What follows belongs to an exercise in optimizing a design on an open flow for small area, a short achievable clock period and few clock cycles; a production flow would make more cautious choices.
At most, simulation tests tie the RTL to the original design; equivalence was not proved.
The RTL of run 1 was laid out without a check of its function.

$ cat design.v
`timescale 1 ns / 100 ps
module hex2dec (
    input start,
    input [15:0] hex_data,
    output [7:0] ascii_data,
    output valid,
    output ready,
    input clk,
    input rstn
);
    localparam IDLE = 3'd5;
    reg [16:0] r;
    reg [2:0]  ph;       
    assign ready = ph[2];                  
    assign valid = (ph != IDLE);
    wire accept = start & ready;
    function automatic [16:0] padd(input [16:0] a, input [16:0] b, input cin);
        reg [16:0] g, p, gg, pp;
        integer i, d;
        begin
            g = a & b;
            p = a ^ b;
            gg = g;
            pp = p;
            for (d = 1; d < 17; d = d * 2)
                for (i = 0; i < 17; i = i + 1)
                    if ((i / d) % 2 == 1) begin
                        gg[i] = gg[i] | (pp[i] & gg[(i / d) * d - 1]);
                        pp[i] = pp[i] & pp[(i / d) * d - 1];
                    end
            padd = p ^ {gg[15:0] | (pp[15:0] & {16{cin}}), cin};
        end
    endfunction
    wire [12:0] rh = r[16:4];
    reg [3:0] q;
    reg [11:0] c;        
    always @(*) begin
        if      (rh >= 13'd5625) begin q = 4'd9; c = 12'(9*3125); end
        else if (rh >= 13'd5000) begin q = 4'd8; c = 12'(8*3125); end
        else if (rh >= 13'd4375) begin q = 4'd7; c = 12'(7*3125); end
        else if (rh >= 13'd3750) begin q = 4'd6; c = 12'(6*3125); end
        else if (rh >= 13'd3125) begin q = 4'd5; c = 12'(5*3125); end
        else if (rh >= 13'd2500) begin q = 4'd4; c = 12'(4*3125); end
        else if (rh >= 13'd1875) begin q = 4'd3; c = 12'(3*3125); end
        else if (rh >= 13'd1250) begin q = 4'd2; c = 12'(2*3125); end
        else if (rh >= 13'd625)  begin q = 4'd1; c = 12'(1*3125); end
        else                     begin q = 4'd0; c = 12'd0; end
    end
    wire [16:0] t = padd({r[15:0], 1'b0}, {r[13:0], 3'b000}, 1'b0);
    wire [16:0] s = padd({5'd0, t[16:5]}, {5'h1f, ~c}, 1'b1);
    wire [16:0] r_next = {s[11:0], t[4:0]};
    always @(posedge clk)
        r <= accept ? {1'b0, hex_data} : r_next;
    always @(posedge clk or negedge rstn)
        if (!rstn)
            ph <= IDLE;
        else if (accept)
            ph <= 3'd0;
        else if (ph == 3'd4)
            ph <= IDLE;
        else if (ph != IDLE)
            ph <= ph + 3'd1;
    assign ascii_data = {4'h3, q};
endmodule
$ cat flow/run.sh
#!/bin/bash
# Own layout flow: the standard synthesis, then its combinational logic mapped
# again by ABC for area (flip-flops kept as the standard synthesis made them:
# same instances, names and cells), then the standard flow from floorplan on.
set -euo pipefail
W=$(pwd)
R=$W/orfs/results/$FLOW_PLATFORM/hex2dec/base
L=$W/orfs/logs/$FLOW_PLATFORM/hex2dec/base
LIB=$FLOW_HOME/platforms/$FLOW_PLATFORM/lib/sky130_fd_sc_hd__tt_025C_1v80.lib
YOSYS=yosys
[[ -x $FLOW_HOME/../tools/install/yosys/bin/yosys ]] && YOSYS=$FLOW_HOME/../tools/install/yosys/bin/yosys
ABC_ARGS=${ABC_ARGS:-}
[[ -f $W/flow/abc_args ]] && ABC_ARGS=$(cat $W/flow/abc_args)

bash standard.sh synth > $W/log_standard_synth.txt 2>&1
cp $R/1_2_yosys.v $W/standard_1_2_yosys.v

$YOSYS -q -l $W/log_cells.txt -p "read_liberty -ignore_miss_func $LIB; write_verilog -noattr $W/cells_all.v" > /dev/null
python3 $W/flow/comb_cells.py $W/cells_all.v $W/cells_comb.v

DU=$(grep -o -- "-dont_use [^ ]*" $L/1_2_yosys.log | sort -u | tr '\n' ' ')
cat > $W/resynth.ys <<EOY
read_liberty -lib $LIB
read_verilog $W/standard_1_2_yosys.v
hierarchy -top $FLOW_TOP
techmap -map $W/cells_comb.v
techmap
opt -fast
opt -purge
abc $ABC_ARGS -liberty $LIB $DU
opt_clean -purge
hilomap -singleton -hicell sky130_fd_sc_hd__conb_1 HI -locell sky130_fd_sc_hd__conb_1 LO
insbuf -buf sky130_fd_sc_hd__buf_4 A X
opt_clean -purge
stat -liberty $LIB
check -assert -mapped
write_verilog -noattr -nohex -nodec $W/resynth.v
EOY
$YOSYS -l $W/log_resynth.txt $W/resynth.ys > /dev/null
cp $W/resynth.v $R/1_2_yosys.v
rm -f $R/1_synth.odb
bash standard.sh finish > $W/log_standard_finish.txt 2>&1
$ cat flow/comb_cells.py
# Keep the combinational cells from Yosys's functional models of the
# library (read_liberty output): no flip-flops, latches, tie or tristate cells.
import re, sys
src = open(sys.argv[1]).read()
out = []
for body, name in re.findall(r'(module (\S+?)\(.*?endmodule)', src, re.S):
    if 'always' in body or ' reg ' in body or 'conb' in name or "'z" in body or 'bz' in body:
        continue
    if 'assign' not in body:
        continue
    out.append(body)
open(sys.argv[2], 'w').write('\n\n'.join(out) + '\n')
$ cat standard.sh
#!/bin/bash
# synth_recipe.tcl (not shown) runs the flow's synth.tcl, then flattens the netlist and writes it again
# the make line also repeats each setting of config.mk as NAME=value (left out here)
make -C /OpenROAD-flow-scripts/flow DESIGN_CONFIG=/design/flow/config.mk WORK_HOME=/design/flow/orfs CLKGATE_MAP_FILE= SYNTH_SCRIPT=/design/flow/synth_recipe.tcl "${@:-finish}"
$ cat config.mk
export PLATFORM = sky130hd
export DESIGN_NAME = hex2dec
export DESIGN_NICKNAME = hex2dec
export VERILOG_FILES = /design/flow/design.v
export SDC_FILE = /design/flow/constraint.sdc
export NUM_CORES = 4
export LEC_CHECK = 0
export CAP_MARGIN = 20
export CORE_MARGIN = 2
export CORE_UTILIZATION = 40
export SLEW_MARGIN = 20
$ cat constraint.sdc
create_clock -name core_clock -period 6.0 [get_ports {clk}]
set_input_delay 1.2000 -clock core_clock [delete_from_list [all_inputs] [get_ports {clk}]]
set_output_delay 1.2000 -clock core_clock [all_outputs]
set_load 0.01 [all_outputs]
==> results of run 1 <==
[worst paths after layout]
check / start / endpoint / slack [ns] / depth (start not counted)
setup / recovery: r[12] / r[15] / 1.66 / 14
hold / removal: ph[0] / ph[2] / 0.53 / 2
setup reg to reg: r[12] / r[15] / 1.66 / 14
hold reg to reg: ph[0] / ph[2] / 0.53 / 2
max in group asynchronous: rstn / ph[0] / 4.67 / 1
min in group asynchronous: rstn / ph[1] / 1.11 / 1
[routing by layer]
metal  vias up  routed length (um)
met5         -                   0
met2        48                1910
met3         6                 246
li1        906                   -
met1       788                2180
met4         0                  73
[cell usage in the layout, fill, tap and decap left out, types with 6 or more instances in the layout]
| cell | instances |
|---|---|
| a21oi_1 | 18 |
| and2_0 | 6 |
| clkdlybuf4s50_1 | 24 |
| dfxtp_1 | 17 |
| maj3_1 | 6 |
| nand2_1 | 22 |
| nand2b_1 | 6 |
| nor2_1 | 36 |
| o21ai_0 | 12 |
| xnor2_1 | 23 |
| xor2_1 | 12 |
[state kept, by name, summed over array words and instances (netlist names)]
signal,flops
r,17
ph,3
[stage by stage]
step | hold WS [ns] | instance area [um2]
final | 0.535 | 2110
after global routing | 0.590 | 2110
after CTS | 0.538 | 2110
after detailed placement | 0.524 | 2070
after global placement | 0.528 | 2070
after floorplan | 0.494 | 1820
[layout make-up]
type,instances,area [um2],area share (%)
tap,52,65.1,3.08
timing repair buffer,24,240,11.4
sequential,20,418,19.8
clock buffer,4,45.0,2.13
multi-input combinational,212,1330,62.8
inverter,5,18.8,0.888
[worst max-delay path: stages (launching register included)]
cell      delay [ns]
dfxtp_1         0.62
nand2_1         0.19
o311ai_0        0.60
nand2_1         0.17
o22ai_1         0.24
o21ba_1         0.23
o41ai_1         0.14
o211ai_1        0.23
a31oi_1         0.17
maj3_1          0.44
o21a_1          0.23
maj3_1          0.42
o211ai_1        0.26
xor2_1          0.17
a21oi_1         0.08
==> notes.md, run 1 <==
Area growth, synth to finish 16.4%; WL/cell 13.9 um; GP Congestion 0.902; Post-Syn Instances 243; headroom to the max-slew limit 40.5%; grt met1 use 25.9%; Port Buffer Count 24; Final ANT Viol Nets 0; Syn Std Cell Area 1820 um2; warnings from Yosys 1; worst setup margin 1.66 ns; Fmax 230 MHz; hold crit path type reg2reg; vias in the first global route 1630; row cnt 24; Period minus WS final 4.34 ns; CTS sink cnt 20; drt via density 5.51; Worst Setup Path Type reg2reg; syn_area_per_cell 7.47 um2; Layout Cells excl Fill 317; Detail Placement HPWL 3.29 mm; Worst Path Max Fanout 15; Max Root-Sink Buffers 2; H-Tree Depth 1; GRT overflow 0; Layout Nets 285; CTS root buffer clkbuf_8; layout cell share with drive strength beyond 1 1.89%; part of the cycle the worst path needs 72.3%; endpoint class of the critical path flop; wirelength, routed 4.42 mm; Slew Viols, Final 0; Pre-antenna DRT Iters 4; met3 Use GR 3.23%; DIE AREA 5090 um2; Required @ worst endpoint 6.11 ns; Hold-fix buffers, CTS 0; Die X 71.4 um; clock slew at reported path FFs 0.08 ns; routed vias 1748; CP arrival 4.45 ns; number of I/O pins 29; pre-CTS setup slack 1.75 ns; ANT cells 0; Initial DRC Count 194; DRC viols 0; All-Layer GR Usage 18.5%; first-pass GRT wire length 7.54 mm; Clk Latency, worst-skew pair 0.26 ns; GRT busiest layer met2; Clock Skew 0.00201 ns; Final Hold Viols 0; Die Y-Extent 71.4 um; Max-cap violations 0; setup bufs post-CTS 0; measured slew at the worst slew-check pin 0.890 ns; Initial Utilization 41.7%; setup TNS 0 ns; largest net degree at the start of global routing 27; CTS tree yes; CTS Buf Count 3; met2 GRT Util 28.4%; run status timing/DRC/antenna clean; unrepaired setup endpoints after global routing no; final core occ 48.5%; Post-Place Cells 313; post-CTS resize count 0; area of the core 4350 um2; initial antenna violation count 0; Critical Path Start Type flop; Final Setup Violations 0; # fillers 426
==> run 2, diff against run 1 <==
==> design.v (replaced) <==
`timescale 1 ns / 100 ps
module hex2dec (
    input start,
    input [15:0] hex_data,
    output [7:0] ascii_data,
    output reg valid,
    output reg ready,
    input clk,
    input rstn
);
    reg [3:0]  dig;
    reg [2:0]  ph;       
    wire accept = start & ready;
    reg [16:0] r;        
    wire [12:0] rh = r[16:4];
    reg [3:0] q;
    reg [11:0] c;        
    always @(*) begin
        if      (rh >= 13'd5625) begin q = 4'd9; c = 12'(9*3125); end
        else if (rh >= 13'd5000) begin q = 4'd8; c = 12'(8*3125); end
        else if (rh >= 13'd4375) begin q = 4'd7; c = 12'(7*3125); end
        else if (rh >= 13'd3750) begin q = 4'd6; c = 12'(6*3125); end
        else if (rh >= 13'd3125) begin q = 4'd5; c = 12'(5*3125); end
        else if (rh >= 13'd2500) begin q = 4'd4; c = 12'(4*3125); end
        else if (rh >= 13'd1875) begin q = 4'd3; c = 12'(3*3125); end
        else if (rh >= 13'd1250) begin q = 4'd2; c = 12'(2*3125); end
        else if (rh >= 13'd625)  begin q = 4'd1; c = 12'(1*3125); end
        else                     begin q = 4'd0; c = 12'd0; end
    end
    wire [16:0] t = {r[15:0], 1'b0} + {r[13:0], 3'b000};    
    wire [16:0] r_next = {t[16:5] - c, t[4:0]};
    always @(posedge clk)
        r <= accept ? {1'b0, hex_data} : r_next;
    always @(posedge clk)
        dig <= q;
    always @(posedge clk or negedge rstn)
        if (!rstn) begin
            ph <= 3'd7;
            valid <= 1'b0;
            ready <= 1'b0;
        end else begin
            valid <= (ph != 3'd7);
            if (accept)
                ph <= 3'd0;
            else if (ph == 3'd4)
                ph <= 3'd7;
            else if (ph != 3'd7)
                ph <= ph + 3'd1;
            ready <= ~accept & (ph == 3'd3 || ph == 3'd4 || ph == 3'd7);
        end
    assign ascii_data = {4'h3, dig};
endmodule
--- a/flow/run.sh
+++ b/flow/run.sh
@@ -10,6 +10,6 @@
 YOSYS=yosys
 [[ -x $FLOW_HOME/../tools/install/yosys/bin/yosys ]] && YOSYS=$FLOW_HOME/../tools/install/yosys/bin/yosys
-ABC_ARGS=${ABC_ARGS:-}
-[[ -f $W/flow/abc_args ]] && ABC_ARGS=$(cat $W/flow/abc_args)
+# ABC script for the second mapping: delay-targeted mapping with gate sizing
+ABC_ARGS="-script $W/flow/abc.script"
 
 bash standard.sh synth > $W/log_standard_synth.txt 2>&1
==> flow/abc.script (new file) <==
strash
dch -f
map -D 2000
buffer
upsize -D 2000
dnsize -D 2000
==> notes.md, run 2 <==
WL/cell 12.4 um; clock slew at reported path FFs 0.09 ns; CP arrival 3.40 ns; Final ANT Viol Nets 0; setup TNS 0 ns; row cnt 27; Critical Path Start Type flop; CTS Buf Count 3; part of the cycle the worst path needs 54.0%; layout cell share with drive strength beyond 1 9.09%; Fmax 309 MHz; Layout Nets 405; max reg flops 17; Clk Latency, worst-skew pair 0.27 ns; ANT cells 0; DIE AREA 6210 um2; register area 549 um2; unrepaired setup endpoints after global routing no; first-pass GRT wire length 9.65 mm; commonest non-fill, non-tap cell in the layout nand2_1; critical path's largest stage delay 0.53 ns; vias in the first global route 2142; Slowest-stage cell, CP dfxtp_1; Hold-fix buffers, CTS 0; # fillers 579; Initial Utilization 41.2%; CTS sink cnt 26; DRC viols 0; delay-heaviest family, CP compound AO/OA/AOI/OAI gates; hold crit path type reg2reg; Initial DRC Count 161; area of the core 5440 um2; Period minus WS final 3.24 ns; Top reg by flops r; Die Y-Extent 78.8 um; Port Buffer Count 24; largest net degree at the start of global routing 26; CTS root buffer clkbuf_8; FF-to-FF path depth 17; Required @ worst endpoint 6.16 ns; H-Tree Depth 1; warnings from Yosys 1; Die X 78.8 um; Pre-antenna DRT Iters 4; critical path, cell by cell nand2_8 -> nor2_4 -> nand2_1 -> a21oi_1 -> inv_1 -> a21oi_2 -> inv_1 -> nor2_1 -> a21oi_1 -> nor3_1 -> o2111ai_2 -> a41oi_4 -> nand2_2 -> nand3_2 -> nand2_1 -> nand4_1 -> o21ai_0; endpoint class of the critical path flop; post-CTS resize count 0; wirelength, routed 5.66 mm; worst hold path cell count 2; Layout Cells excl Fill 457; CTS tree yes; Worst Setup Path Type reg2reg; Max Root-Sink Buffers 2; leading cell types in the layout, fill and taps excluded 90 x nand2_1, 60 x nor2_1, 48 x inv_1, 24 x clkdlybuf4s50_1, 21 x dfxtp_1; area occupied by multi-input gates 1470 um2; Final Setup Violations 0; drt via density 5.01; Post-Syn Instances 361; Clock Skew 0.00190 ns; largest registers r (17), dig (4), ph (3); Buf/Inv on CP 2; Slew Viols, Final 0; GP Congestion 0.923; Worst Path Max Fanout 6; All-Layer GR Usage 19.2%; Max-cap violations 0; Syn Std Cell Area 2240 um2; Post-Place Cells 453; number of I/O pins 29; run status timing/DRC/antenna clean; setup bufs post-CTS 0; Final Hold Viols 0; Area growth, synth to finish 15.5%; Detail Placement HPWL 4.68 mm; initial antenna violation count 0; syn_area_per_cell 6.20 um2; GRT overflow 0; Levels on crit path 17; routed vias 2290
[run 2: final timing paths]
kind	slack, ns	to	startpoint
max	2.76	r[16]	r[13]
min	0.50	r[2]	r[1]
max reg2reg	2.76	r[16]	r[13]
min in group asynchronous	1.13	ready	rstn
max in group asynchronous	4.62	ph[0]	rstn
min reg2reg	0.50	r[2]	r[1]
[run 2: layout make-up]
| type | instances | share of cell area (%) |
|---|---|---|
| Clock buffer | 4 | 1.74 |
| Timing Repair Buffer | 25 | 9.58 |
| Tap cell | 72 | 3.48 |
| Sequential cell | 26 | 21.2 |
| Multi-Input combinational cell | 282 | 57.0 |
| Inverter | 48 | 6.97 |
[run 2: worst min-delay path, cell delays in order, from the launching register on]
cell     delay, ns
dfxtp_1       0.34
inv_1         0.05
o21ai_0       0.07
[run 2: per-layer routing]
layer / track usage (%) / share of wire [%]
met3: 2.27 / 5.0
met1: 26.4 / 49
met2: 32.6 / 45
met4: 3.86 / 0.88
met5: 0 / 0
[run 2: per-stage QoR]
step	instance area, um2	utilization (%)	setup slack [ns]	hold WS [ns]
3_5_place_dp	2540	46.7	2.80	0.492
4_1_cts	2590	47.6	2.78	0.509
6_report	2590	47.6	2.76	0.500
2_1_floorplan	2250	-	3.32	0.454
5_1_grt	2590	47.6	2.45	0.531
3_3_place_gp	2540	46.7	2.87	0.488
Testbench counts of run 2, summed over its fixed seeds: cycles 1,936.
==> run 3, diff against run 2 <==
--- a/config.mk
+++ b/config.mk
@@ -9,3 +9,4 @@
 export CORE_MARGIN = 2
 export CORE_UTILIZATION = 40
+export SETUP_SLACK_MARGIN = 3.5
 export SLEW_MARGIN = 20
==> notes.md, run 3 <==
largest net degree at the start of global routing 26; CTS root buffer clkbuf_8; Die X 78.8 um; initial antenna violation count 0; ANT cells 0; All-Layer GR Usage 21.9%; Syn Std Cell Area 2240 um2; Hold-fix buffers, CTS 0; Area growth, synth to finish 54.1%; GRT busiest layer met2; part of the cycle the worst path needs 46.8%; GRT overflow 0; hold slack 0.500 ns; area occupied by multi-input gates 1850 um2; Hold Crit Start r[1]; CTS tree yes; Top reg by flops r; Die Y-Extent 78.8 um; Layout Nets 458; met2 GRT Util 38.7%; wirelength, routed 7.14 mm; routed vias 2665; worst r2r src r[2]; Clock Skew 0.00289 ns; Initial DRC Count 145; Required @ worst endpoint 6.16 ns; Initial Utilization 41.2%; Max-cap violations 0; Detail Placement HPWL 4.57 mm; warnings from Yosys 1; GP Congestion 0.939; DIE AREA 6210 um2; register area 599 um2; Worst Path Max Fanout 4; Pre-antenna DRT Iters 6; first-pass GRT wire length 11.1 mm; max reg flops 17; hold crit path type reg2reg; unrepaired setup endpoints after global routing yes; Fmax 356 MHz; # fillers 464; Post-Syn Instances 361; drt via density 5.23; setup TNS 0 ns; Clk Latency, worst-skew pair 0.27 ns; Period minus WS final 2.81 ns; CTS sink cnt 26; placed cell areas 2580 um2; Port Buffer Count 24; worst hold path cell count 2; syn_area_per_cell 6.20 um2; area of the core 5440 um2; FF-to-FF path depth 19; Worst Setup Path Type reg2reg; post-route cell area 3450 um2; number of I/O pins 29; Max Root-Sink Buffers 2; vias in the first global route 2481; grt met1 use 27.7%; leading cell types in the layout, fill and taps excluded 76 x nand2_1, 48 x nor2_1, 48 x buf_4, 40 x inv_1, 24 x clkdlybuf4s50_1; CP Launch Point r[2]; row cnt 27; DRC viols 0; endpoint class of the critical path flop; run status timing/DRC/antenna clean; H-Tree Depth 1; Final ANT Viol Nets 0; largest registers r (17), dig (4), ph (3); layout cell share with drive strength beyond 1 38.8%; Final Setup Violations 0; Final Hold Viols 0; CP arrival 2.97 ns; commonest non-fill, non-tap cell in the layout nand2_1; met3 Use GR 2.05%; WL/cell 14.0 um; Slew Viols, Final 0; CTS Buf Count 3; Critical Path Start Type flop; clock slew at reported path FFs 0.09 ns
## run 3: per-stage QoR
stage | cells | setup slack [ns] | util [%]
floorplan | 363 | 3.49 | -
global placement | 453 | 2.87 | 47.4
detailed placement | 453 | 2.93 | 47.4
CTS | 490 | 3.25 | 57.4
global route | 510 | 3.04 | 63.4
finish | 510 | 3.19 | 63.4
## run 3: final cells by class
cell class | instances | area share [%]
inverters | 48 | 5.40
well taps | 72 | 2.61
clock buffers | 4 | 1.60
repair buffers | 78 | 19.4
multi-input cells | 282 | 53.6
flip-flops and latches | 26 | 17.4
## run 3: repair_timing
action                     CTS  global route
hold endpoints to repair     0             0
setup endpoints to repair   11            11
pin swaps                   38            38
buffers inserted            33            20
resized for setup           74            54
## run 3: routing by layer
layer,share of wire (%),vias to the layer above
met5,0,-
met4,2.3,0
met3,6.0,20
met2,49,115
met1,42,1211
li1,-,1319
## run 3: path summary, 6_finish.rpt
path,endpoint,slack (ns)
min reg2reg,r[2],0.50
min in group asynchronous,ready,1.14
max,r[16],3.19
min,r[2],0.50
max reg2reg,r[16],3.19
max in group asynchronous,ph[2],4.61
## run 3: worst max-delay path, stage by stage (launching register included)
cell and delay [ns]:
dfxtp_4 0.38, nand2_4 0.04, o21a_1 0.20, nand2_1 0.07, nand4_1 0.11, nand2_2 0.12
nand2_2 0.08, a21oi_4 0.18, nor2_4 0.08, a21oi_4 0.18, o211ai_1 0.18, a21o_1 0.27
nand2_1 0.08, nand2_2 0.06, a41oi_4 0.24, nand2_2 0.13, nand3_4 0.11, nand2_4 0.05
nand4_1 0.06, o21ai_1 0.07
==> run 4, diff against run 3 <==
--- a/config.mk
+++ b/config.mk
@@ -9,4 +9,4 @@
 export CORE_MARGIN = 2
 export CORE_UTILIZATION = 40
-export SETUP_SLACK_MARGIN = 3.5
+export SETUP_SLACK_MARGIN = 3.0
 export SLEW_MARGIN = 20
==> notes.md, run 4 <==
max reg flops 17; clock slew at reported path FFs 0.09 ns; largest registers r (17), dig (4), ph (3); All-Layer GR Usage 19.4%; Clock Skew 0.00406 ns; Layout Nets 415; Required @ worst endpoint 6.20 ns; Slew Viols, Final 0; worst setup margin 3.13 ns; H-Tree Depth 1; Clk Latency, worst-skew pair 0.27 ns; Max-cap violations 0; Initial DRC Count 118; DRC viols 0; Area growth, synth to finish 28.0%; vias in the first global route 2164; Initial Utilization 41.2%; DIE AREA 6210 um2; ANT cells 0; part of the cycle the worst path needs 47.9%; Fmax 348 MHz; initial antenna violation count 0; Post-Syn Instances 361; unrepaired setup endpoints after global routing no; Hold Crit Start r[1]; Die Y-Extent 78.8 um; Final Setup Violations 0; CTS root buffer clkbuf_8; placed cell areas 2540 um2; endpoint class of the critical path flop; leading cell types in the layout, fill and taps excluded 85 x nand2_1, 51 x nor2_1, 47 x inv_1, 24 x clkdlybuf4s50_1, 15 x nand3_1; Syn Std Cell Area 2240 um2; setup TNS 0 ns; GRT overflow 0; Port Buffer Count 24; Buf/Inv on CP 1; CTS sink cnt 26; delay-heaviest family, CP compound AO/OA/AOI/OAI gates; CTS Buf Count 3; post-route cell area 2870 um2; Final Hold Viols 0; number of I/O pins 29; worst r2r src r[2]; Critical Path Start Type flop; layout cell share with drive strength beyond 1 22.5%; CP most frequent cell nand2_1; Pre-antenna DRT Iters 4; Detail Placement HPWL 4.68 mm; GP Congestion 0.923; commonest non-fill, non-tap cell in the layout nand2_1; Final ANT Viol Nets 0; CP Launch Point r[2]; Die X 78.8 um; syn_area_per_cell 6.20 um2; warnings from Yosys 1; hold slack 0.490 ns; CP arrival 3.07 ns; Max Root-Sink Buffers 2; Slowest-stage cell, CP dfxtp_4; WL/cell 13.2 um; Worst Setup Path Type reg2reg; Period minus WS final 2.87 ns; row cnt 27; CTS tree yes; drt via density 5.13; hold crit path type reg2reg; first-pass GRT wire length 9.70 mm; largest net degree at the start of global routing 26; area of the core 5440 um2; final core occ 52.7%; Worst Path Max Fanout 4; run status timing/DRC/antenna clean; critical path's largest stage delay 0.38 ns; Top reg by flops r; critical path, cell by cell nand2_4 -> o21a_1 -> nand2_1 -> nand4_1 -> nand2_2 -> nand2_4 -> a21oi_4 -> nor2_4 -> a21oi_4 -> o211ai_1 -> a21o_1 -> nand2_1 -> nand2_1 -> a41oi_4 -> nand2_2 -> buf_4 -> nand2_1 -> o21ai_1 -> a31oi_1; wirelength, routed 6.16 mm; routed vias 2395; pre-CTS setup slack 2.80 ns
==> run 4: final timing paths <==
path | end | slack (ns) | depth (start not counted)
max | r[14] | 3.13 | 19
min | r[2] | 0.49 | 2
max reg2reg | r[14] | 3.13 | 19
min reg2reg | r[2] | 0.49 | 2
max in group asynchronous | ph[1] | 4.62 | 1
min in group asynchronous | valid | 1.13 | 1
==> run 4: cell type report <==
| cell class | count | area (um2) |
|---|---|---|
| multi-input combinational | 282 | 1650 |
| timing repair buffer | 35 | 323 |
| sequential | 26 | 582 |
| clock buffer | 4 | 45.0 |
| fill | 575 | 2570 |
| inverter | 48 | 180 |
| tap | 72 | 90.1 |
==> run 4: repair_timing <==
item | in CTS | in global routing
resized for setup | 5 | 59
setup endpoints to repair | 7 | 9
pin swaps | 0 | 17
buffers inserted | 0 | 10
hold buffers | 0 | 0
==> run 4: routing by layer <==
| layer | track usage, % | wire (um) | share of wire [%] |
|---|---|---|---|
| met5 | 0 | 0 | 0 |
| met4 | 4.74 | 110 | 1.8 |
| met3 | 2.05 | 308 | 5.0 |
| met2 | 32.6 | 2900 | 47 |
| met1 | 26.5 | 2840 | 46 |
==> run 4: metrics by stage <==
stage                     cells
after detailed placement    453
final                       467
after global placement      453
after floorplan             363
after CTS                   457
after global routing        467
==> run 4: tightest hold or removal path, delay by kind of cell (launching register included) <==
family | cells | cell delay [ns]
AO/OA/AOI/OAI | 1 | 0.06
buffers and inverters | 1 | 0.05
flip-flops | 1 | 0.34
==> run 5, diff against run 4 <==
--- a/design.v
+++ b/design.v
@@ -9,22 +9,36 @@
     input rstn
 );
+    reg [16:0] r;
     reg [3:0]  dig;
     reg [2:0]  ph;       
     wire accept = start & ready;
-    reg [16:0] r;        
+    function automatic ge(input [12:0] x, input [12:0] k);
+        integer i;
+        begin
+            ge = 1'b1;
+            for (i = 0; i < 13; i = i + 1)
+                ge = k[i] ? (x[i] & ge) : (x[i] | ge);
+        end
+    endfunction
     wire [12:0] rh = r[16:4];
-    reg [3:0] q;
+    wire [9:0] g;
+    assign g[0] = 1'b1;
+    genvar k;
+    generate
+        for (k = 1; k < 10; k = k + 1) begin : cmp
+            assign g[k] = ge(rh, 625 * k);
+        end
+    endgenerate
+    wire [9:0] oh = g & ~{1'b0, g[9:1]};     
+    reg [3:0]  q;
     reg [11:0] c;        
+    integer j;
     always @(*) begin
-        if      (rh >= 13'd5625) begin q = 4'd9; c = 12'(9*3125); end
-        else if (rh >= 13'd5000) begin q = 4'd8; c = 12'(8*3125); end
-        else if (rh >= 13'd4375) begin q = 4'd7; c = 12'(7*3125); end
-        else if (rh >= 13'd3750) begin q = 4'd6; c = 12'(6*3125); end
-        else if (rh >= 13'd3125) begin q = 4'd5; c = 12'(5*3125); end
-        else if (rh >= 13'd2500) begin q = 4'd4; c = 12'(4*3125); end
-        else if (rh >= 13'd1875) begin q = 4'd3; c = 12'(3*3125); end
-        else if (rh >= 13'd1250) begin q = 4'd2; c = 12'(2*3125); end
-        else if (rh >= 13'd625)  begin q = 4'd1; c = 12'(1*3125); end
-        else                     begin q = 4'd0; c = 12'd0; end
+        q = 4'd0;
+        c = 12'd0;
+        for (j = 1; j < 10; j = j + 1) begin
+            q = q | ({4{oh[j]}} & j[3:0]);
+            c = c | ({12{oh[j]}} & 12'((j * 3125) % 4096));
+        end
     end
     wire [16:0] t = {r[15:0], 1'b0} + {r[13:0], 3'b000};    
==> flow/abc.script (replaced) <==
strash
dch -f
map -D 1800
buffer
upsize -D 1800
dnsize -D 1800
--- a/config.mk
+++ b/config.mk
@@ -9,4 +9,3 @@
 export CORE_MARGIN = 2
 export CORE_UTILIZATION = 40
-export SETUP_SLACK_MARGIN = 3.0
 export SLEW_MARGIN = 20
==> notes.md, run 5 <==
run status timing/DRC/antenna clean; hold crit path type reg2reg; largest net degree at the start of global routing 21; syn_area_per_cell 5.99 um2; CP most frequent cell nor2_1; Layout Nets 414; # fillers 585; Post-Syn Instances 371; post-CTS resize count 0; largest registers r (17), dig (4), ph (3); GP Congestion 0.951; CTS sink cnt 26; Final Setup Violations 0; CTS Buf Count 3; area of the core 5440 um2; ANT cells 0; Post-Place Cells 462; Slowest-stage cell, CP dfxtp_1; GRT overflow 0; first-pass GRT wire length 10.3 mm; worst setup margin 3.02 ns; Initial Utilization 40.8%; Period minus WS final 2.98 ns; All-Layer GR Usage 20.4%; Worst Setup Path Type reg2reg; H-Tree Depth 1; Initial DRC Count 148; Layout Cells excl Fill 466; Buf/Inv on CP 1; Syn Std Cell Area 2220 um2; headroom to the max-slew limit 60.9%; setup TNS 0 ns; Clock Skew 0.00492 ns; endpoint class of the critical path flop; DIE AREA 6160 um2; Worst Path Max Fanout 5; Port Buffer Count 24; Pre-antenna DRT Iters 4; Area growth, synth to finish 15.7%; Final Hold Viols 0; commonest non-fill, non-tap cell in the layout nand2_1; register area 549 um2; DRC viols 0; Max Root-Sink Buffers 2; number of I/O pins 29; routed vias 2402; Die X 78.5 um; Detail Placement HPWL 5.07 mm; Max-cap violations 0; initial antenna violation count 0; Required @ worst endpoint 6.17 ns; Fmax 335 MHz; critical path's largest stage delay 0.51 ns; WL/cell 13.1 um; CTS tree yes; row cnt 27; setup bufs post-CTS 0; drt via density 5.15; clock slew at reported path FFs 0.09 ns; Clk Latency, worst-skew pair 0.27 ns; warnings from Yosys 1; Slew Viols, Final 0; delay-heaviest family, CP simple AND/OR/NAND/NOR gates; CTS root buffer clkbuf_8; Top reg by flops r; area occupied by multi-input gates 1450 um2; part of the cycle the worst path needs 49.7%; vias in the first global route 2279; max reg flops 17; Critical Path Start Type flop; pre-CTS setup slack 2.93 ns; unrepaired setup endpoints after global routing no; CP arrival 3.15 ns; Die Y-Extent 78.5 um; layout cell share with drive strength beyond 1 6.85%; final core occ 47.2%; wirelength, routed 6.11 mm; hold slack 0.473 ns; Hold-fix buffers, CTS 0; Final ANT Viol Nets 0; critical path, cell by cell inv_2 -> nor2_1 -> o211ai_1 -> a311oi_1 -> or2_4 -> o21ai_1 -> nor3_1 -> o21ai_2 -> nand3_1 -> nand3b_1 -> nand3_1 -> nor2_1 -> nor2_1 -> a22o_1; leading cell types in the layout, fill and taps excluded 91 x nand2_1, 59 x nor2_1, 43 x inv_1, 27 x nand3_1, 24 x clkdlybuf4s50_1; measured slew at the worst slew-check pin 0.582 ns
==> run 5: area by class of cell <==
class | count | share of cell area (%)
Timing Repair Buffer | 24 | 9.35
Clock buffer | 4 | 2.14
Tap cell | 72 | 3.51
Multi-Input combinational cell | 291 | 56.5
Inverter | 49 | 7.16
Sequential cell | 26 | 21.4
==> run 5: worst paths after layout <==
check | to | start | slack, ns | cells past startpoint
max | r[12] | r[6] | 3.02 | 14
min | r[2] | r[1] | 0.47 | 2
max reg2reg | r[12] | r[6] | 3.02 | 14
min reg2reg | r[2] | r[1] | 0.47 | 2
max in group asynchronous | ph[1] | rstn | 4.62 | 1
min in group asynchronous | ready | rstn | 1.13 | 1
==> run 5: stage by stage <==
stage | area [um2]
2_1_floorplan | 2230
3_3_place_gp | 2510
3_5_place_dp | 2510
4_1_cts | 2570
5_1_grt | 2570
6_report | 2570
==> run 5: tightest hold or removal path: cells and delay by family, from the launching register on <==
kind / cells / cell delay, ns
buffers and inverters: 1 / 0.05
flip-flops: 1 / 0.34
AO/OA/AOI/OAI: 1 / 0.05
==> run 5: metal layers <==
| layer | global-route usage, % | routed length [um] |
|---|---|---|
| met3 | 2.07 | 213 |
| met1 | 27.4 | 3020 |
| met4 | 4.21 | 50 |
| met5 | 0 | 0 |
| met2 | 35.5 | 2830 |
Testbench counts of run 5, summed over its fixed seeds: cycles 1,936.
==> run 6, diff against run 5 <==
==> flow/abc.script (replaced) <==
strash
dch -f
map -D 2000
buffer
upsize -D 2000
dnsize -D 2000
==> notes.md, run 6 <==
max reg flops 17; number of I/O pins 29; first-pass GRT wire length 9.89 mm; WL/cell 12.8 um; GRT overflow 0; warnings from Yosys 1; CTS root buffer clkbuf_8; Hold-fix buffers, CTS 0; Port Buffer Count 24; Post-Syn Instances 358; setup bufs post-CTS 0; Worst Path Max Fanout 7; Period minus WS final 3.10 ns; DRC viols 0; post-CTS resize count 0; drt via density 5.27; Die X 77.1 um; Slew Viols, Final 0; H-Tree Depth 1; Max Root-Sink Buffers 2; largest net degree at the start of global routing 21; part of the cycle the worst path needs 51.6%; CTS sink cnt 26; Final Hold Viols 0; Required @ worst endpoint 6.18 ns; headroom to the max-slew limit 61.2%; Initial Utilization 41.6%; CP arrival 3.28 ns; final core occ 48.7%; Final ANT Viol Nets 0; Max-cap violations 0; Layout Cells excl Fill 451; setup TNS 0 ns; largest registers r (17), dig (4), ph (3); Initial DRC Count 261; wirelength, routed 5.76 mm; Clk Latency, worst-skew pair 0.28 ns; measured slew at the worst slew-check pin 0.580 ns; Final Setup Violations 0; unrepaired setup endpoints after global routing no; # fillers 548; leading cell types in the layout, fill and taps excluded 88 x nand2_1, 62 x nor2_1, 41 x inv_1, 24 x clkdlybuf4s50_1, 22 x a21oi_1; clock slew at reported path FFs 0.10 ns; row cnt 26; commonest non-fill, non-tap cell in the layout nand2_1; GP Congestion 0.895; Area growth, synth to finish 17.1%; Post-Place Cells 447; initial antenna violation count 0; DIE AREA 5940 um2; layout cell share with drive strength beyond 1 6.04%; run status timing/DRC/antenna clean; Top reg by flops r; CTS Buf Count 3; Fmax 323 MHz; hold crit path type reg2reg; vias in the first global route 2207; CTS tree yes; Pre-antenna DRT Iters 5; Detail Placement HPWL 4.72 mm; ANT cells 0; Clock Skew 0.00354 ns; All-Layer GR Usage 20.3%; Layout Nets 401; endpoint class of the critical path flop; post-route cell area 2500 um2; Worst Setup Path Type reg2reg; syn_area_per_cell 5.97 um2; Syn Std Cell Area 2140 um2; Die Y-Extent 77.1 um; placed cell areas 2430 um2; Critical Path Start Type flop; routed vias 2375; area of the core 5140 um2; FF-to-FF setup slack 2.90 ns
run 6: through the flow:
step / setup slack [ns] / hold slack (ns)
3_5_place_dp: 2.89 / 0.474
5_1_grt: 2.54 / 0.523
6_report: 2.90 / 0.500
4_1_cts: 2.97 / 0.500
2_1_floorplan: 3.46 / 0.444
3_3_place_gp: 2.86 / 0.474
run 6: worst paths after layout:
path,start,end,depth (start not counted)
setup reg to reg,r[7],r[16],15
setup / recovery,r[7],r[16],15
hold / removal,ph[2],valid,1
min in group asynchronous,rstn,ready,1
hold reg to reg,ph[2],valid,1
max in group asynchronous,rstn,ph[1],1
run 6: critical path, cell delays in order, from the launching register on:
cell	delay [ns]
dfxtp_1	0.49
inv_1	0.11
nor2_1	0.16
nand2_1	0.11
a311oi_1	0.39
or2_2	0.22
nor2_1	0.07
nor3_1	0.33
nor2_1	0.11
nand2_1	0.13
o21ai_2	0.08
and3_4	0.19
o2111ai_2	0.22
nand4_1	0.18
a21oi_1	0.16
nor2_1	0.05
run 6: cell type report:
type                            instances  area, um2  area share [%]
Timing Repair Buffer                   24        240            9.60
Clock buffer                            3       41.3            1.65
Multi-Input combinational cell        282       1380            55.3
Sequential cell                        26        549            22.0
Inverter                               45        169            6.75
Tap cell                               70       87.6            3.50
Clock inverter                          1       30.0            1.20
run 6: metal layers:
metal  GRT usage, %  vias to the layer above  share of wire [%]
met2           32.4                       93                 43
met3           3.18                        6                7.0
met5              0                        -                  0
met1           28.8                     1052                 48
li1               -                     1224                  -
met4           4.64                        0                1.3
==> run 7, diff against run 6 <==
--- a/flow/run.sh
+++ b/flow/run.sh
@@ -40,3 +40,3 @@
 cp $W/resynth.v $R/1_2_yosys.v
 rm -f $R/1_synth.odb
-bash standard.sh finish > $W/log_standard_finish.txt 2>&1
+bash standard.sh "BUFFER_PORTS_ARGS=-buffer_cell sky130_fd_sc_hd__buf_2" finish > $W/log_standard_finish.txt 2>&1
==> flow/abc.script (replaced) <==
strash
dch -f
map -D 1800
buffer
upsize -D 1800
dnsize -D 1800
==> notes.md, run 7 <==
run status timing/DRC/antenna clean; Pre-antenna DRT Iters 5; syn_area_per_cell 5.99 um2; drt via density 5.39; CTS root buffer clkbuf_8; part of the cycle the worst path needs 49.9%; Buf/Inv on CP 1; CP arrival 3.16 ns; max reg flops 17; setup bufs post-CTS 0; number of I/O pins 29; Final ANT Viol Nets 0; Area growth, synth to finish 9.80%; Post-Syn Instances 371; critical path's largest stage delay 0.54 ns; row cnt 27; Initial Utilization 40.8%; GP Congestion 0.872; first-pass GRT wire length 9.96 mm; commonest non-fill, non-tap cell in the layout nand2_1; FF-to-FF setup slack 3.01 ns; All-Layer GR Usage 20.3%; headroom to the max-slew limit 59.7%; Hold EP r[2]; Hold-fix buffers, CTS 0; Hold Crit Start r[1]; RR Endpoint r[12]; Critical Path Start Type flop; Layout Nets 414; Port Buffer Count 24; Die Y-Extent 78.5 um; Clock Skew 0.00772 ns; WL/cell 13.1 um; setup TNS 0 ns; Die X 78.5 um; vias in the first global route 2228; DRC viols 0; CTS Buf Count 3; H-Tree Depth 1; GRT overflow 0; initial antenna violation count 0; leading cell types in the layout, fill and taps excluded 91 x nand2_1, 59 x nor2_1, 43 x inv_1, 27 x nand3_1, 24 x buf_2; Slew Viols, Final 0; delay-heaviest family, CP simple AND/OR/NAND/NOR gates; wirelength, routed 6.11 mm; Fmax 334 MHz; Max-cap violations 0; ANT cells 0; FF-to-FF path depth 14; routed vias 2513; CTS tree yes; CTS sink cnt 26; post-CTS resize count 0; Period minus WS final 2.99 ns; Detail Placement HPWL 4.98 mm; Slowest-stage cell, CP dfxtp_1; Syn Std Cell Area 2220 um2; Worst Setup Path Type reg2reg; DIE AREA 6160 um2; Top reg by flops r; Required @ worst endpoint 6.17 ns; unrepaired setup endpoints after global routing no; endpoint class of the critical path flop; area of the core 5440 um2; clock slew at reported path FFs 0.09 ns; Worst Path Max Fanout 5; worst hold path cell count 2; critical path, cell by cell inv_2 -> nor2_1 -> nand3_1 -> a32oi_1 -> o21ai_1 -> a21boi_1 -> a22oi_1 -> nor2_1 -> nand4_1 -> nand3b_1 -> nand3_1 -> nor2_1 -> nor2_1 -> a22o_1; largest net degree at the start of global routing 21; Clk Latency, worst-skew pair 0.27 ns; largest registers r (17), dig (4), ph (3); Final Hold Viols 0; warnings from Yosys 1; CP most frequent cell nor2_1; measured slew at the worst slew-check pin 0.603 ns; Max Root-Sink Buffers 2; hold crit path type reg2reg; Final Setup Violations 0; worst r2r src r[6]; Initial DRC Count 214; layout cell share with drive strength beyond 1 12.7%
==> run 7: changes by cell type in the layout (fill, tap and decap cells not counted), sizes merged, moves of 2 or more <==
cell	previous run	this run
buf	0	24
clkdlybuf4s50	24	0
nand3	19	27
a21oi	23	17
nand2	88	94
inv	45	49
or2	6	3
nand3b	2	4
nor3	4	6
nor4	0	2
==> run 7: area by class of cell <==
| cell class | instances | area [um2] |
|---|---|---|
| inverter | 49 | 184 |
| timing repair buffer | 24 | 120 |
| clock buffer | 4 | 45.0 |
| sequential | 26 | 549 |
| multi-input combinational | 291 | 1450 |
| tap | 72 | 90.1 |
| fill | 573 | 3000 |
==> run 7: through the flow <==
step                      std cells  utilization, %  area [um2]  setup slack, ns  hold slack [ns]
after global routing            466            44.8        2440             2.69            0.510
after detailed placement        462            44.0        2390             3.11            0.462
after global placement          462            44.0        2390             3.05            0.459
final                           466            44.8        2440             3.01            0.475
after floorplan                 373               -        2230             3.58            0.433
after CTS                       466            44.8        2440             3.07            0.475
==> run 7: how the worst max path moves through the flow <==
stage           from    end  slack, ns  cells after the start
6_report        r[6]  r[12]       3.01                     14
2_1_floorplan   r[6]  r[12]       3.58                     14
3_5_place_dp    r[6]  r[15]       3.11                     15
4_1_cts         r[6]  r[15]       3.07                     15
5_1_grt        r[11]  r[15]       2.69                     15
3_3_place_gp    r[6]  r[15]       3.05                     15
==> run 7: tightest hold or removal path, stage by stage, from the launching register on <==
cell and delay, ns:
dfxtp_1 0.34, inv_1 0.05, a21oi_1 0.05
==> run 7: metal layers <==
layer | share of wire, % | vias to the layer above | global-route usage [%] | wire (um)
met5 | 0 | - | 0 | 0
met1 | 45 | 1120 | 26.7 | 2750
met4 | 2.3 | 0 | 7.54 | 138
li1 | - | 1263 | - | -
met3 | 6.5 | 12 | 1.72 | 395
met2 | 46 | 118 | 34.4 | 2830
==> run 8, diff against run 7 <==
--- a/flow/run.sh
+++ b/flow/run.sh
@@ -40,3 +40,3 @@
 cp $W/resynth.v $R/1_2_yosys.v
 rm -f $R/1_synth.odb
-bash standard.sh "BUFFER_PORTS_ARGS=-buffer_cell sky130_fd_sc_hd__buf_2" finish > $W/log_standard_finish.txt 2>&1
+bash standard.sh "BUFFER_PORTS_ARGS=-buffer_cell sky130_fd_sc_hd__buf_1" finish > $W/log_standard_finish.txt 2>&1
==> notes.md, run 8 <==
critical path's largest stage delay 0.54 ns; Clk Latency, worst-skew pair 0.27 ns; Final Hold Viols 0; Die Y-Extent 78.5 um; area of the core 5440 um2; measured slew at the worst slew-check pin 0.576 ns; wirelength, routed 6.05 mm; unrepaired setup endpoints after global routing no; All-Layer GR Usage 20.5%; Buf/Inv on CP 1; Die X 78.5 um; CP arrival 3.19 ns; GRT overflow 0; headroom to the max-slew limit 61.6%; Post-Syn Instances 371; max reg flops 17; hold crit path type reg2reg; part of the cycle the worst path needs 50.2%; warnings from Yosys 1; Period minus WS final 3.01 ns; largest registers r (17), dig (4), ph (3); Critical Path Start Type flop; first-pass GRT wire length 10.2 mm; register area 549 um2; post-CTS resize count 0; critical path, cell by cell inv_2 -> nor2_1 -> o211ai_1 -> a311oi_1 -> or2_4 -> o21ai_1 -> nor3_1 -> o21ai_2 -> nand3_1 -> nand3b_1 -> nand4_1 -> nand3_1 -> nand3_1 -> nand3_1 -> nand2_1; CTS sink cnt 26; syn_area_per_cell 5.99 um2; Clock Skew 0.00352 ns; Worst Path Max Fanout 5; Fmax 332 MHz; Worst Setup Path Type reg2reg; # fillers 587; Slowest-stage cell, CP dfxtp_1; Required @ worst endpoint 6.17 ns; area occupied by multi-input gates 1450 um2; vias in the first global route 2222; setup bufs post-CTS 0; H-Tree Depth 1; CTS tree yes; Top reg by flops r; Pre-antenna DRT Iters 5; largest net degree at the start of global routing 21; Final Setup Violations 0; delay-heaviest family, CP simple AND/OR/NAND/NOR gates; CTS root buffer clkbuf_8; run status timing/DRC/antenna clean; layout cell share with drive strength beyond 1 6.85%; setup TNS 0 ns; Initial DRC Count 228; GP Congestion 0.862; Hold-fix buffers, CTS 0; endpoint class of the critical path flop; Syn Std Cell Area 2220 um2; Initial Utilization 40.8%; WL/cell 13.0 um; commonest non-fill, non-tap cell in the layout nand2_1; drt via density 5.30; Layout Nets 414; CTS Buf Count 3; Final ANT Viol Nets 0; leading cell types in the layout, fill and taps excluded 91 x nand2_1, 59 x nor2_1, 43 x inv_1, 27 x nand3_1, 24 x buf_1; Slew Viols, Final 0; Port Buffer Count 24; CP most frequent cell nand3_1; ANT cells 0; Max-cap violations 0; DRC viols 0; row cnt 27; initial antenna violation count 0; DIE AREA 6160 um2; hold slack 0.464 ns; Area growth, synth to finish 8.90%; routed vias 2468; Detail Placement HPWL 4.99 mm; Max Root-Sink Buffers 2; clock slew at reported path FFs 0.09 ns; number of I/O pins 29
## run 8: changes by cell type in the layout (fill, tap and decap cells not counted)
| cell | before | now |
|---|---|---|
| clkbuf_1 | 1 | 0 |
| buf_1 | 0 | 24 |
| clkbuf_8 | 3 | 4 |
| buf_2 | 24 | 0 |
## run 8: per-stage QoR
stage / instance area [um2] / utilization [%] / instances / setup WS (ns)
2_1_floorplan: 2230 / - / 373 / 3.58
3_3_place_gp: 2360 / 43.5 / 462 / 3.00
3_5_place_dp: 2360 / 43.5 / 462 / 3.05
4_1_cts: 2420 / 44.5 / 466 / 3.01
5_1_grt: 2420 / 44.5 / 466 / 2.67
6_report: 2420 / 44.5 / 466 / 2.99
## run 8: area by class of cell
type | count | area share [%]
Tap cell | 72 | 3.72
Inverter | 49 | 7.60
Timing Repair Buffer | 24 | 3.72
Multi-Input combinational cell | 291 | 60.0
Sequential cell | 26 | 22.7
Clock buffer | 4 | 2.28
## run 8: path summary, 6_finish.rpt
check / start / to / slack [ns] / depth (start not counted)
min reg2reg: r[1] / r[2] / 0.46 / 2
max in group asynchronous: rstn / ph[1] / 4.98 / 1
max: r[6] / r[15] / 2.99 / 15
min in group asynchronous: rstn / valid / 0.75 / 1
max reg2reg: r[6] / r[15] / 2.99 / 15
min: r[1] / r[2] / 0.46 / 2
## run 8: worst reg2reg max path, stage by stage, from the launching register on
cell	delay, ns
dfxtp_1	0.54
inv_2	0.08
nor2_1	0.20
o211ai_1	0.15
a311oi_1	0.34
or2_4	0.21
o21ai_1	0.12
nor3_1	0.33
o21ai_2	0.15
nand3_1	0.13
nand3b_1	0.15
nand4_1	0.17
nand3_1	0.13
nand3_1	0.08
nand3_1	0.08
nand2_1	0.06
## run 8: layer usage
layer | share of wire (%) | GRT usage, % | wire (um)
met5 | 0 | 0 | 0
met4 | 2.0 | 6.14 | 121
met3 | 4.8 | 1.61 | 293
met1 | 47 | 28.1 | 2830
met2 | 46 | 34.4 | 2810
==> run 9, diff against run 8 <==
==> flow/abc.script (replaced) <==
strash
ifraig
balance
rewrite
refactor
balance
rewrite
rewrite -z
balance
refactor -z
rewrite -z
balance
dch -f
map -D 2000
buffer
upsize -D 2000
dnsize -D 2000
==> notes.md, run 9 <==
commonest non-fill, non-tap cell in the layout nand2_1; final core occ 46.1%; drt via density 5.13; Clk Latency, worst-skew pair 0.27 ns; measured slew at the worst slew-check pin 0.611 ns; vias in the first global route 2006; Hold EP r[1]; DRC viols 0; Detail Placement HPWL 4.25 mm; FF-to-FF setup slack 2.87 ns; Slew Viols, Final 0; setup TNS 0 ns; CP arrival 3.29 ns; CTS Buf Count 3; worst hold path cell count 2; post-CTS resize count 0; CTS sink cnt 26; worst r2r src r[10]; Critical Path Start Type flop; unrepaired setup endpoints after global routing no; Port Buffer Count 24; FF-to-FF path depth 21; Period minus WS final 3.13 ns; row cnt 25; post-route cell area 2200 um2; hold crit path type reg2reg; Post-Place Cells 421; placed cell areas 2160 um2; Initial Utilization 42.2%; Max Root-Sink Buffers 2; WL/cell 12.2 um; Syn Std Cell Area 2020 um2; CTS root buffer clkbuf_8; All-Layer GR Usage 20.4%; RR Endpoint r[14]; routed vias 2179; Max-cap violations 0; Die X 75.1 um; leading cell types in the layout, fill and taps excluded 79 x nand2_1, 58 x nor2_1, 38 x inv_1, 24 x nand3_1, 24 x buf_1; Final Setup Violations 0; clock slew at reported path FFs 0.09 ns; run status timing/DRC/antenna clean; part of the cycle the worst path needs 52.1%; Required @ worst endpoint 6.16 ns; Worst Path Max Fanout 5; Final Hold Viols 0; max reg flops 17; Worst Setup Path Type reg2reg; Initial DRC Count 129; Pre-antenna DRT Iters 4; Hold-fix buffers, CTS 0; ANT cells 0; Clock Skew 0.00295 ns; largest registers r (17), dig (4), ph (3); Final ANT Viol Nets 0; Fmax 320 MHz; Area growth, synth to finish 9.17%; initial antenna violation count 0; Hold Crit Start r[0]; endpoint class of the critical path flop; wirelength, routed 5.19 mm; DIE AREA 5630 um2; CTS tree yes; syn_area_per_cell 6.03 um2; layout cell share with drive strength beyond 1 5.03%; first-pass GRT wire length 8.85 mm; warnings from Yosys 1; Layout Cells excl Fill 425; largest net degree at the start of global routing 23; GP Congestion 0.875; Die Y-Extent 75.1 um; Layout Nets 378; setup bufs post-CTS 0; headroom to the max-slew limit 59.2%; Post-Syn Instances 335; Top reg by flops r; H-Tree Depth 1; GRT overflow 0; number of I/O pins 29; area of the core 4790 um2
-- run 9: worst max-delay path by stage --
| stage | end | slack [ns] | cells past startpoint | from |
|---|---|---|---|---|
| 2_1_floorplan | r[16] | 3.50 | 19 | r[7] |
| 3_3_place_gp | r[14] | 2.94 | 21 | r[8] |
| 3_5_place_dp | r[14] | 2.91 | 21 | r[10] |
| 4_1_cts | r[14] | 2.89 | 21 | r[8] |
| 5_1_grt | r[14] | 2.37 | 21 | r[8] |
| 6_report | r[14] | 2.87 | 21 | r[10] |
-- run 9: layout make-up --
class | instances | area [um2]
Sequential cell | 26 | 549
Clock buffer | 4 | 45.0
Tap cell | 67 | 83.8
Timing Repair Buffer | 24 | 90.1
Inverter | 42 | 159
Fill cell | 537 | 2580
Multi-Input combinational cell | 262 | 1280
-- run 9: per-stage QoR --
stage | setup slack (ns) | hold slack [ns]
6_report | 2.87 | 0.495
5_1_grt | 2.37 | 0.519
4_1_cts | 2.89 | 0.497
3_5_place_dp | 2.91 | 0.484
3_3_place_gp | 2.94 | 0.478
2_1_floorplan | 3.50 | 0.454
-- run 9: critical path, cell delays in order, from the launching register on --
cell      delay (ns)
dfxtp_1         0.47
inv_1           0.09
nor2_1          0.13
inv_1           0.10
a211oi_1        0.23
o21ai_1         0.15
nand2_1         0.16
nand3_1         0.11
nor2_2          0.20
nor2_1          0.09
nor2_1          0.14
nor2_1          0.06
nor2_1          0.12
nand2_1         0.10
nand3_1         0.10
nand3_1         0.11
nand4_1         0.16
nand4_2         0.14
nand2_1         0.11
a21oi_1         0.06
o21ai_0         0.10
nand2_1         0.09
-- run 9: per-layer routing --
| layer | track usage (%) | up-vias | part of all wire, % |
|---|---|---|---|
| li1 | - | 1140 | - |
| met1 | 28.2 | 973 | 48 |
| met2 | 33.4 | 57 | 46 |
| met3 | 2.28 | 9 | 5.0 |
| met4 | 6.15 | 0 | 1.8 |
| met5 | 0 | - | 0 |
==> run 10, diff against run 9 <==
--- a/config.mk
+++ b/config.mk
@@ -9,3 +9,4 @@
 export CORE_MARGIN = 2
 export CORE_UTILIZATION = 40
+export SETUP_SLACK_MARGIN = 3.2
 export SLEW_MARGIN = 20
==> notes.md, run 10 <==
first-pass GRT wire length 9.37 mm; Hold-fix buffers, CTS 0; # fillers 482; Buf/Inv on CP 3; CTS tree yes; Slowest-stage cell, CP dfxtp_4; Die Y-Extent 75.1 um; Layout Nets 404; vias in the first global route 2144; FF-to-FF path depth 19; Worst Path Max Fanout 5; drt via density 5.29; Worst Setup Path Type reg2reg; Initial DRC Count 160; Max Root-Sink Buffers 2; Slew Viols, Final 0; worst setup margin 3.24 ns; Clk Latency, worst-skew pair 0.27 ns; layout cell share with drive strength beyond 1 34.9%; GRT overflow 0; leading cell types in the layout, fill and taps excluded 65 x nand2_1, 40 x nor2_1, 32 x inv_1, 25 x buf_4, 24 x buf_1; CTS sink cnt 26; syn_area_per_cell 6.03 um2; H-Tree Depth 1; DRC viols 0; critical path's largest stage delay 0.41 ns; Levels on crit path 19; area of the core 4790 um2; unrepaired setup endpoints after global routing yes; Critical Path Start Type flop; CTS root buffer clkbuf_8; part of the cycle the worst path needs 46.0%; Syn Std Cell Area 2020 um2; run status timing/DRC/antenna clean; largest registers r (17), dig (4), ph (3); measured slew at the worst slew-check pin 0.641 ns; pre-CTS setup slack 2.91 ns; Pre-antenna DRT Iters 4; row cnt 25; headroom to the max-slew limit 57.2%; worst hold path cell count 2; WL/cell 13.4 um; ANT cells 0; Area growth, synth to finish 38.9%; clock slew at reported path FFs 0.09 ns; Initial Utilization 42.2%; CTS Buf Count 3; All-Layer GR Usage 21.7%; initial antenna violation count 0; delay-heaviest family, CP simple AND/OR/NAND/NOR gates; warnings from Yosys 1; Detail Placement HPWL 4.25 mm; largest net degree at the start of global routing 23; routed vias 2386; Die X 75.1 um; Required @ worst endpoint 6.16 ns; max reg flops 17; setup TNS 0 ns; Port Buffer Count 24; Final Setup Violations 0; DIE AREA 5630 um2; Final ANT Viol Nets 0; Max-cap violations 0; Final Hold Viols 0; CP most frequent cell nand2_2; number of I/O pins 29; critical path, cell by cell inv_4 -> nor2_4 -> inv_2 -> a211oi_2 -> o21ai_2 -> nand2_2 -> buf_6 -> nand2_4 -> nor3_4 -> xor2_2 -> nand2_2 -> nand3_2 -> nand3_2 -> nand4_1 -> nand4_4 -> nand2_2 -> a21oi_2 -> o21ai_1 -> nand2_1; endpoint class of the critical path flop; Fmax 362 MHz; wirelength, routed 6.06 mm; hold crit path type reg2reg; GP Congestion 0.875; Top reg by flops r; Clock Skew 0.00215 ns; CP arrival 2.92 ns; Period minus WS final 2.76 ns; commonest non-fill, non-tap cell in the layout nand2_1; Post-Syn Instances 335
run 10: cell count changes in the layout (fill, tap and decap cells not counted), moves of 6 or more:
cell,previous run,this run
buf_4,0,25
nand2_2,1,14
dfxtp_1,21,5
nand3_1,24,16
nand2_1,79,65
nand3_2,0,8
inv_1,38,32
dfxtp_4,0,11
nor2_2,1,15
nor2_1,58,40
o21ai_2,0,6
run 10: stage by stage:
stage / hold WS (ns) / utilization, % / std cells / instance area [um2]
final: 0.474 / 58.6 / 451 / 2810
after global routing: 0.502 / 58.6 / 451 / 2810
after CTS: 0.477 / 50.1 / 437 / 2400
after detailed placement: 0.484 / 45.1 / 421 / 2160
after global placement: 0.478 / 45.1 / 421 / 2160
after floorplan: 0.454 / - / 337 / 2030
run 10: layout make-up:
type | instances | area (um2) | share of cell area (%)
multi-input cells | 262 | 1620 | 57.7
flip-flops and latches | 26 | 597 | 21.3
repair buffers | 50 | 289 | 10.3
inverters | 42 | 173 | 6.16
well taps | 67 | 83.8 | 2.99
clock buffers | 4 | 45.0 | 1.61
run 10: routing by layer:
metal / track usage [%] / vias to the layer above / wire, um
li1: - / 1189 / -
met1: 28.2 / 1118 / 2650
met2: 36.9 / 62 / 2940
met3: 2.81 / 17 / 289
met4: 7.94 / 0 / 185
met5: 0 / - / 0
run 10: path summary, 6_finish.rpt:
| kind | startpoint | to | slack [ns] |
|---|---|---|---|
| setup / recovery | r[10] | r[14] | 3.24 |
| min in group asynchronous | rstn | ready | 0.76 |
| hold / removal | r[0] | r[1] | 0.47 |
| hold reg to reg | r[0] | r[1] | 0.47 |
| max in group asynchronous | rstn | ph[1] | 4.97 |
| setup reg to reg | r[10] | r[14] | 3.24 |
run 10: tightest hold or removal path: stages, from the launching register on:
cell and delay (ns):
dfxtp_2 0.34, nand2_1 0.06, nand2_1 0.04
run 10: repair_timing:
action | in CTS | in global routing
pin swaps | 10 | 35
resized for setup | 39 | 87
setup buffers | 12 | 14
endpoints found under the setup margin | 7 | 8
endpoints found under the hold margin | 0 | 0
==> run 11, diff against run 10 <==
==> flow/abc.script (replaced) <==
strash
balance
rewrite
refactor
balance
rewrite
rewrite -z
balance
refactor -z
rewrite -z
balance
balance
rewrite
refactor
balance
rewrite
rewrite -z
balance
refactor -z
rewrite -z
balance
dch -f
map -D 1800
buffer
upsize -D 1800
dnsize -D 1800
--- a/config.mk
+++ b/config.mk
@@ -9,4 +9,4 @@
 export CORE_MARGIN = 2
 export CORE_UTILIZATION = 40
-export SETUP_SLACK_MARGIN = 3.2
+export PLACE_DENSITY = 0.85
 export SLEW_MARGIN = 20
==> notes.md, run 11 <==
CTS root buffer clkbuf_8; area of the core 5110 um2; layout cell share with drive strength beyond 1 7.22%; vias in the first global route 2142; Die X 76.7 um; # fillers 529; warnings from Yosys 1; Required @ worst endpoint 6.18 ns; first-pass GRT wire length 9.14 mm; wirelength, routed 5.47 mm; Critical Path Start Type flop; unrepaired setup endpoints after global routing no; CP arrival 3.06 ns; DIE AREA 5890 um2; Pre-antenna DRT Iters 5; Detail Placement HPWL 4.42 mm; leading cell types in the layout, fill and taps excluded 102 x nand2_1, 49 x nor2_1, 40 x inv_1, 26 x nand3_1, 24 x buf_1; H-Tree Depth 1; Initial Utilization 41.4%; hold crit path type reg2reg; Worst Setup Path Type reg2reg; setup bufs post-CTS 0; Hold-fix buffers, CTS 0; Final Setup Violations 0; ANT cells 0; WL/cell 12.3 um; Area growth, synth to finish 9.52%; routed vias 2347; DRC viols 0; All-Layer GR Usage 18.5%; headroom to the max-slew limit 60.2%; Layout Nets 394; setup TNS 0 ns; clock slew at reported path FFs 0.09 ns; GRT overflow 0; max reg flops 17; initial antenna violation count 0; CTS tree yes; endpoint class of the critical path flop; Max Root-Sink Buffers 2; Initial DRC Count 207; post-CTS resize count 0; Final ANT Viol Nets 0; Final Hold Viols 0; post-route cell area 2320 um2; largest registers r (17), dig (4), ph (3); drt via density 5.29; GP Congestion 1.02; Syn Std Cell Area 2120 um2; Period minus WS final 2.88 ns; Fmax 347 MHz; uppermost layer routed met4; met2 wire len 2.53 mm; Max-cap violations 0; Clk Latency, worst-skew pair 0.27 ns; run status timing/DRC/antenna clean; Worst Path Max Fanout 8; placed cell areas 2260 um2; largest net degree at the start of global routing 19; Die Y-Extent 76.7 um; Clock Skew 0.00159 ns; part of the cycle the worst path needs 48.0%; number of I/O pins 29; met3 wire len 368 um; wl on met1 2.45 mm; measured slew at the worst slew-check pin 0.596 ns; syn_area_per_cell 6.05 um2; Top reg by flops r; Port Buffer Count 24; CTS sink cnt 26; CTS Buf Count 3; row cnt 26; Post-Syn Instances 350; Slew Viols, Final 0; commonest non-fill, non-tap cell in the layout nand2_1
-- run 11: final timing paths --
check                      cells after the start  slack (ns)     to   from
setup / recovery                              18        3.12  r[16]  r[13]
hold / removal                                 1        0.47  valid  ph[2]
setup reg to reg                              18        3.12  r[16]  r[13]
hold reg to reg                                1        0.47  valid  ph[2]
max in group asynchronous                      1        4.99  ph[0]   rstn
min in group asynchronous                      1        0.75  ready   rstn
-- run 11: stage by stage --
stage	cells	hold slack, ns	worst slack (ns)	utilization (%)
after CTS	444	0.470	3.18	45.4
after detailed placement	440	0.448	3.12	44.3
final	444	0.468	3.12	45.4
after global routing	444	0.486	2.85	45.4
after global placement	440	0.448	3.18	44.3
after floorplan	352	0.438	3.61	-
-- run 11: final cells by class --
type | count | area, um2 | area share (%)
Tap cell | 70 | 87.6 | 3.78
Sequential cell | 26 | 549 | 23.7
Clock buffer | 4 | 55.1 | 2.38
Inverter | 43 | 161 | 6.97
Timing Repair Buffer | 24 | 90.1 | 3.89
Multi-Input combinational cell | 277 | 1370 | 59.3
-- run 11: routing by layer --
| metal | vias up | GRT usage [%] |
|---|---|---|
| met5 | - | 0 |
| met4 | 0 | 5.64 |
| met3 | 16 | 1.88 |
| met2 | 98 | 32.5 |
| met1 | 1041 | 23.9 |
| li1 | 1192 | - |
-- run 11: worst max-delay path: stages, from the launching register on --
cell and delay (ns):
dfxtp_1 0.51, inv_1 0.10, nor2_1 0.24, a31oi_1 0.18, inv_1 0.08, nand2_1 0.10, nand2_1 0.08, nand3_1 0.13
or2_1 0.30, nand3_2 0.09, nand4_1 0.13, nand3_1 0.15, a21oi_2 0.10, o21bai_2 0.16, nand4_2 0.14, nand3_1 0.13
nand3_1 0.07, nand2_1 0.07, nor2_1 0.05

## static timing again, ports no longer ideal
Ports are ideal in the flow. The routed layouts listed here were re-timed in OpenROAD.
Step 1 assumes that a clkbuf_16 drives the clock port and a buf_2 every other input.
Step 2 moves the port delays by t, midway between the first and last clock arrival at a register: inputs arrive t later, outputs are due t later. That takes back most of the time a late clock gives input paths.
Three values: no drivers, after step 1, after step 2; two values: the first two.
run	t, ns	setup WS [ns]	hold WS [ns]	worst slew at a driven data input, ns
run 1	0.290	1.659 / 1.659 / 1.659	0.535 / 0.535 / 0.535	0.03
run 2	0.291	2.760 / 2.760 / 2.760	0.500 / 0.500 / 0.500	0.04
run 3	0.297	3.194 / 3.194 / 3.194	0.500 / 0.500 / 0.500	0.03
run 4	0.295	3.126 / 3.126 / 3.126	0.490 / 0.490 / 0.490	0.04
run 5	0.291	3.018 / 3.018 / 2.950	0.473 / 0.473 / 0.473	0.03
run 6	0.301	2.903 / 2.903 / 2.903	0.500 / 0.500 / 0.500	0.04
run 7	0.293	3.008 / 3.008 / 3.008	0.475 / 0.475 / 0.475	0.03
run 8	0.296	2.987 / 2.987 / 2.987	0.464 / 0.464 / 0.464	0.03
run 9	0.292	2.871 / 2.871 / 2.871	0.495 / 0.495 / 0.495	0.03
run 10	0.295	3.238 / 3.238 / 3.238	0.474 / 0.474 / 0.474	0.03
run 11	0.294	3.117 / 3.117 / 3.117	0.468 / 0.468 / 0.468	0.03
After both steps setup and hold are still met in every run listed. The setup slack of run 5, which loses most, moves by 0.000 ns with the drivers and by -0.068 ns with both steps.
